Source: an optimization exercise on an open RTL-to-GDS flow (aim: small area). Production flows keep margins and buffers that such runs may drop.
Only simulation tests tie the RTL to the original design; equivalence was not proved.

## job 8654
Design FIR, start of the top module:
module FIR (input wire clk, input wire rst, input wire data_i_en, input wire [24:0] data_i,
  output wire data_o_en, output wire [24:0] data_o);
reg [5:0] cnt;
assign data_o_en = (cnt == 6'd39);
always @(posedge clk) if (rst) cnt <= 6'd0; else if (data_i_en && cnt != 6'd39) cnt <= cnt + 6'd1;
wire [24:0] d0 = {~data_i[24], data_i[23:0]};
reg [24:0] d1;
reg [24:0] d2;
reg [24:0] d3;
reg [24:0] d4;
always @(posedge clk) if (data_i_en) begin
  d1 <= d0;
  d2 <= d1;
  d3 <= d2;
  d4 <= d3;
end
reg r_c33o9k11_1;
reg r_c33o9k22_2;
reg r_c3o3k4_3;
reg r_c3o3k17_4;
reg r_dl3o4b3_5;
reg r_dl3o4b16_6;
reg r_dl3o5b2_7;
reg r_dl3o5b15_8;
reg r_dl3o5b26_9;
reg r_c9o0k7_10;
reg r_c9o0k20_11;
reg r_c105o0k7_12;
reg r_c105o0k20_13;
reg r_c105o0k31_14;
reg r_dl105o2b5_15;
reg r_dl105o2b6_16;
reg r_dl105o2b18_17;
reg r_dl105o2b19_18;
reg r_dl105o2b29_19;
reg r_dl105o2b30_20;
reg r_c4329o2k18_21;
reg r_c4329o2k29_22;
reg r_dl3o6b1_23;
reg r_dl3o6b14_24;
reg r_dl3o6b25_25;
reg r_dl3o8b0_26;
reg r_dl3o8b12_27;
reg r_dl3o8b13_28;
reg r_dl3o8b23_29;
reg r_dl3o8b24_30;
reg r_dl3o9b11_31;
reg r_dl3o9b22_32;
reg r_dl3o10b10_33;
reg r_dl3o10b21_34;
reg r_c19o10k10_35;
reg r_c19o10k21_36;
reg r_c19561o0k20_37;
reg r_c19561o0k31_38;
reg r_dl9o2b5_39;
reg r_dl9o2b6_40;
reg r_dl9o2b18_41;
reg r_dl9o2b19_42;
reg r_dl9o3b4_43;
reg r_dl9o3b17_44;
reg r_dl9o3b28_45;
reg r_dl9o4b3_46;
reg r_dl9o4b16_47;
reg r_dl9o4b27_48;
reg r_dl9o5b2_49;
  ...
Size in the first run: ~1100 flip-flops, roughly 54 I/O pins, ~68000 µm² of cells after synthesis.
export LEC_CHECK = 0
export CAP_MARGIN = 20
export CORE_MARGIN = 2
export CORE_UTILIZATION = 75
export CTS_BUF_LIST = sky130_fd_sc_hd__clkbuf_8 sky130_fd_sc_hd__clkbuf_16
export CTS_CLUSTER_DIAMETER = 90
export CTS_CLUSTER_SIZE = 24
export SLEW_MARGIN = 20
export SYNTH_HIERARCHICAL = 1
export SYNTH_MINIMUM_KEEP_SIZE = 0
create_clock -name core_clock -period 8.0 [get_ports {clk}]
run.sh (not shown) runs the stock make flow with config.mk's settings and CLKGATE_MAP_FILE= SYNTH_SCRIPT=/design/flow/synth_recipe.tcl, a recipe that flattens the netlist after the stock synthesis.
Job 8654 finished all stages; the layout is clean.
Input-level comparison between job 2719 and job 8654:
# job 8654
export LEC_CHECK = 0
export CAP_MARGIN = 20
export CORE_MARGIN = 2
export CORE_UTILIZATION = 75
export CTS_BUF_LIST = sky130_fd_sc_hd__clkbuf_8 sky130_fd_sc_hd__clkbuf_16
export CTS_CLUSTER_DIAMETER = 90
export CTS_CLUSTER_SIZE = 24
export SLEW_MARGIN = 20
export SYNTH_HIERARCHICAL = 1
export SYNTH_MINIMUM_KEEP_SIZE = 0
create_clock -name core_clock -period 8.0 [get_ports {clk}]
# job 2719
export LEC_CHECK = 0
export CAP_MARGIN = 20
export CORE_MARGIN = 2
export CORE_UTILIZATION = 75
export CTS_BUF_LIST = sky130_fd_sc_hd__clkbuf_8 sky130_fd_sc_hd__clkbuf_16
export CTS_CLUSTER_DIAMETER = 150
export CTS_CLUSTER_SIZE = 24
export SLEW_MARGIN = 20
export SYNTH_HIERARCHICAL = 1
export SYNTH_MINIMUM_KEEP_SIZE = 0
create_clock -name core_clock -period 8.0 [get_ports {clk}]
### Flow results
- Status | job 2719 and job 8654 | clean
- The higher core utilization came out of job 8654.
- Post-route minimum period: job 2719 higher than job 8654
#### Input delta (job 2220 over job 2719)
# job 2719
export LEC_CHECK = 0
export CAP_MARGIN = 20
export CORE_MARGIN = 2
export CORE_UTILIZATION = 75
export CTS_BUF_LIST = sky130_fd_sc_hd__clkbuf_8 sky130_fd_sc_hd__clkbuf_16
export CTS_CLUSTER_DIAMETER = 150
export CTS_CLUSTER_SIZE = 24
export SLEW_MARGIN = 20
export SYNTH_HIERARCHICAL = 1
export SYNTH_MINIMUM_KEEP_SIZE = 0
create_clock -name core_clock -period 8.0 [get_ports {clk}]
# job 2220
export LEC_CHECK = 0
export CAP_MARGIN = 10
export CORE_MARGIN = 2
export CORE_UTILIZATION = 75
export CTS_BUF_LIST = sky130_fd_sc_hd__clkbuf_8 sky130_fd_sc_hd__clkbuf_16
export CTS_CLUSTER_DIAMETER = 150
export CTS_CLUSTER_SIZE = 24
export SLEW_MARGIN = 10
export SYNTH_HIERARCHICAL = 1
export SYNTH_MINIMUM_KEEP_SIZE = 0
create_clock -name core_clock -period 8.0 [get_ports {clk}]
--- outcome ---
From job 2719 to job 2220, cell area reported after detailed placement did not move at all.
From job 2719 to job 2220 the numbers moved as follows: headroom to the max-slew limit barely changed; violation count after the first detailed-route iteration stayed essentially flat.
Modified inputs, job 6092 compared to job 2220
# job 2220
export LEC_CHECK = 0
export CAP_MARGIN = 10
export CORE_MARGIN = 2
export CORE_UTILIZATION = 75
export CTS_BUF_LIST = sky130_fd_sc_hd__clkbuf_8 sky130_fd_sc_hd__clkbuf_16
export CTS_CLUSTER_DIAMETER = 150
export CTS_CLUSTER_SIZE = 24
export SLEW_MARGIN = 10
export SYNTH_HIERARCHICAL = 1
export SYNTH_MINIMUM_KEEP_SIZE = 0
create_clock -name core_clock -period 8.0 [get_ports {clk}]
# job 6092
export LEC_CHECK = 0
export CAP_MARGIN = 20
export CORE_MARGIN = 2
export CORE_UTILIZATION = 75
export CTS_BUF_LIST = sky130_fd_sc_hd__clkbuf_4 sky130_fd_sc_hd__clkbuf_8
export CTS_CLUSTER_DIAMETER = 60
export CTS_CLUSTER_SIZE = 12
export SLEW_MARGIN = 20
export SYNTH_HIERARCHICAL = 1
export SYNTH_MINIMUM_KEEP_SIZE = 0
create_clock -name core_clock -period 8.0 [get_ports {clk}]
## What came out
- Number of standard cells in the final layout excluding fillers: job 6092 vs job 2220 up about 2%
- Cell area | job 6092 vs job 2220 | job 6092 larger
- On post-route worst hold slack, the lower figure sits with job 6092, not job 2220.
- For the register-to-register slack, job 6092 came in 0.09 ns higher than job 2220 did.
- Maximum single-stage delay on the critical path for job 6092: 0.02 ns up relative to job 2220
## Diff of input files: job 2287 against job 6092
# job 6092
export LEC_CHECK = 0
export CAP_MARGIN = 20
export CORE_MARGIN = 2
export CORE_UTILIZATION = 75
export CTS_BUF_LIST = sky130_fd_sc_hd__clkbuf_4 sky130_fd_sc_hd__clkbuf_8
export CTS_CLUSTER_DIAMETER = 60
export CTS_CLUSTER_SIZE = 12
export SLEW_MARGIN = 20
export SYNTH_HIERARCHICAL = 1
export SYNTH_MINIMUM_KEEP_SIZE = 0
create_clock -name core_clock -period 8.0 [get_ports {clk}]
# job 2287
export LEC_CHECK = 0
export CAP_MARGIN = 5
export CORE_MARGIN = 2
export CORE_UTILIZATION = 75
export CTS_BUF_LIST = sky130_fd_sc_hd__clkbuf_8 sky130_fd_sc_hd__clkbuf_16
export CTS_CLUSTER_DIAMETER = 150
export CTS_CLUSTER_SIZE = 24
export SLEW_MARGIN = 5
export SYNTH_HIERARCHICAL = 1
export SYNTH_MINIMUM_KEEP_SIZE = 0
create_clock -name core_clock -period 8.0 [get_ports {clk}]
==> comparison <==
Summary of job 2287 over job 6092: number of non-filler instances in the completed layout fell 95, non-clock buffer count -1, via count shrank by about 0.6%, global routing usage on met3 shows a reduction of 1.9 points. In the flow results for job 6092 and job 2287, the cell area is smaller on job 2287. In job 2287, sequential share of layout area is higher than in job 6092. met1 as the most utilized layer in the global route result was reported by job 2287, and met2 by job 6092. Of job 6092 and job 2287, the higher ratio of final minimum period to clock period belongs to job 2287. Looking only at signal arrival time at the worst endpoint, and setting everything else aside, the lower value of job 6092 and job 2287 goes to job 2287. Between job 6092 and job 2287, the met2 usage in global routing figures differ only marginally.
[inputs] job 4170 vs job 2287
# job 2287
export LEC_CHECK = 0
export CAP_MARGIN = 5
export CORE_MARGIN = 2
export CORE_UTILIZATION = 75
export CTS_BUF_LIST = sky130_fd_sc_hd__clkbuf_8 sky130_fd_sc_hd__clkbuf_16
export CTS_CLUSTER_DIAMETER = 150
export CTS_CLUSTER_SIZE = 24
export SLEW_MARGIN = 5
export SYNTH_HIERARCHICAL = 1
export SYNTH_MINIMUM_KEEP_SIZE = 0
create_clock -name core_clock -period 8.0 [get_ports {clk}]
# job 4170
export LEC_CHECK = 0
export CAP_MARGIN = 20
export CORE_MARGIN = 2
export CORE_UTILIZATION = 65
export CTS_BUF_LIST = sky130_fd_sc_hd__clkbuf_8 sky130_fd_sc_hd__clkbuf_16
export CTS_CLUSTER_DIAMETER = 90
export CTS_CLUSTER_SIZE = 28
export SLEW_MARGIN = 20
export SYNTH_HIERARCHICAL = 1
export SYNTH_MINIMUM_KEEP_SIZE = 0
create_clock -name core_clock -period 8.0 [get_ports {clk}]
## What came out
Endpoint required time on the critical path, job 4170 and job 2287: smaller value in job 2287
Compared with job 2287, job 4170 shows a lower via count of the first global-routing pass.
Depth of the worst register-to-register path: lower on job 4170
Against job 2287, job 4170 comes in 2 higher on diode insertion count for antenna repair.
Number of clock buffers in the layout, job 4170 vs job 2287: down by a few percent
When job 4170 is measured against job 2287, its initial cell density of the core turns out 9.9 points lower.
Job 4170: first-iteration DRC count is about 12% lower than what job 2287 reported.
Buffer levels on the longest clock path: job 2287 vs job 4170 identical
Job 4170 ends up with a latest clock arrival within the worst-skew pair that is 0.03 ns higher than in job 2287.
The more densely filled core belongs to job 2287, not job 4170.
Diff job 2287..job 4170 | post-cts gate resize count | unchanged

[what the ideal ports hide]
The flow's constraints put no driver on any port. The routed layouts listed below were extracted and timed again, unchanged, in two steps.
Step 1 (the two cells are an assumption about what drives the block):
set clk [get_ports {clk}]
set_driving_cell -lib_cell sky130_fd_sc_hd__clkbuf_16 $clk
set_driving_cell -lib_cell sky130_fd_sc_hd__buf_2 [delete_from_list [all_inputs] $clk]
Step 2 times the ports against the registers' clock, not the clock port: input delays grow and output delays shrink by t, the midpoint of the rising clock arrivals with the driver on.
a / b / c = no drivers / after step 1 / after step 2; a / b = the first two.
| run | t (ns) | setup slack, ns | hold WS [ns] | slew at the worst register clock pin (ns) |
|---|---|---|---|---|
| job 8654 | 0.756 | 0.290 / 0.290 / 0.290 | 0.424 / 0.424 / 0.424 | 0.11 / 0.11 |
| job 2719 | 0.734 | 0.203 / 0.203 / 0.203 | 0.420 / 0.420 / 0.420 | 0.11 / 0.11 |
| job 2220 | 0.734 | 0.203 / 0.203 / 0.203 | 0.420 / 0.420 / 0.420 | 0.11 / 0.11 |
| job 6092 | 0.887 | 0.289 / 0.289 / 0.289 | 0.417 / 0.417 / 0.417 | 0.10 / 0.10 |
| job 2287 | 0.734 | 0.203 / 0.203 / 0.203 | 0.420 / 0.420 / 0.420 | 0.11 / 0.11 |
| job 4170 | 0.766 | 0.165 / 0.165 / 0.165 | 0.429 / 0.429 / 0.429 | 0.12 / 0.12 |
After both steps setup and hold are still met in every run listed.
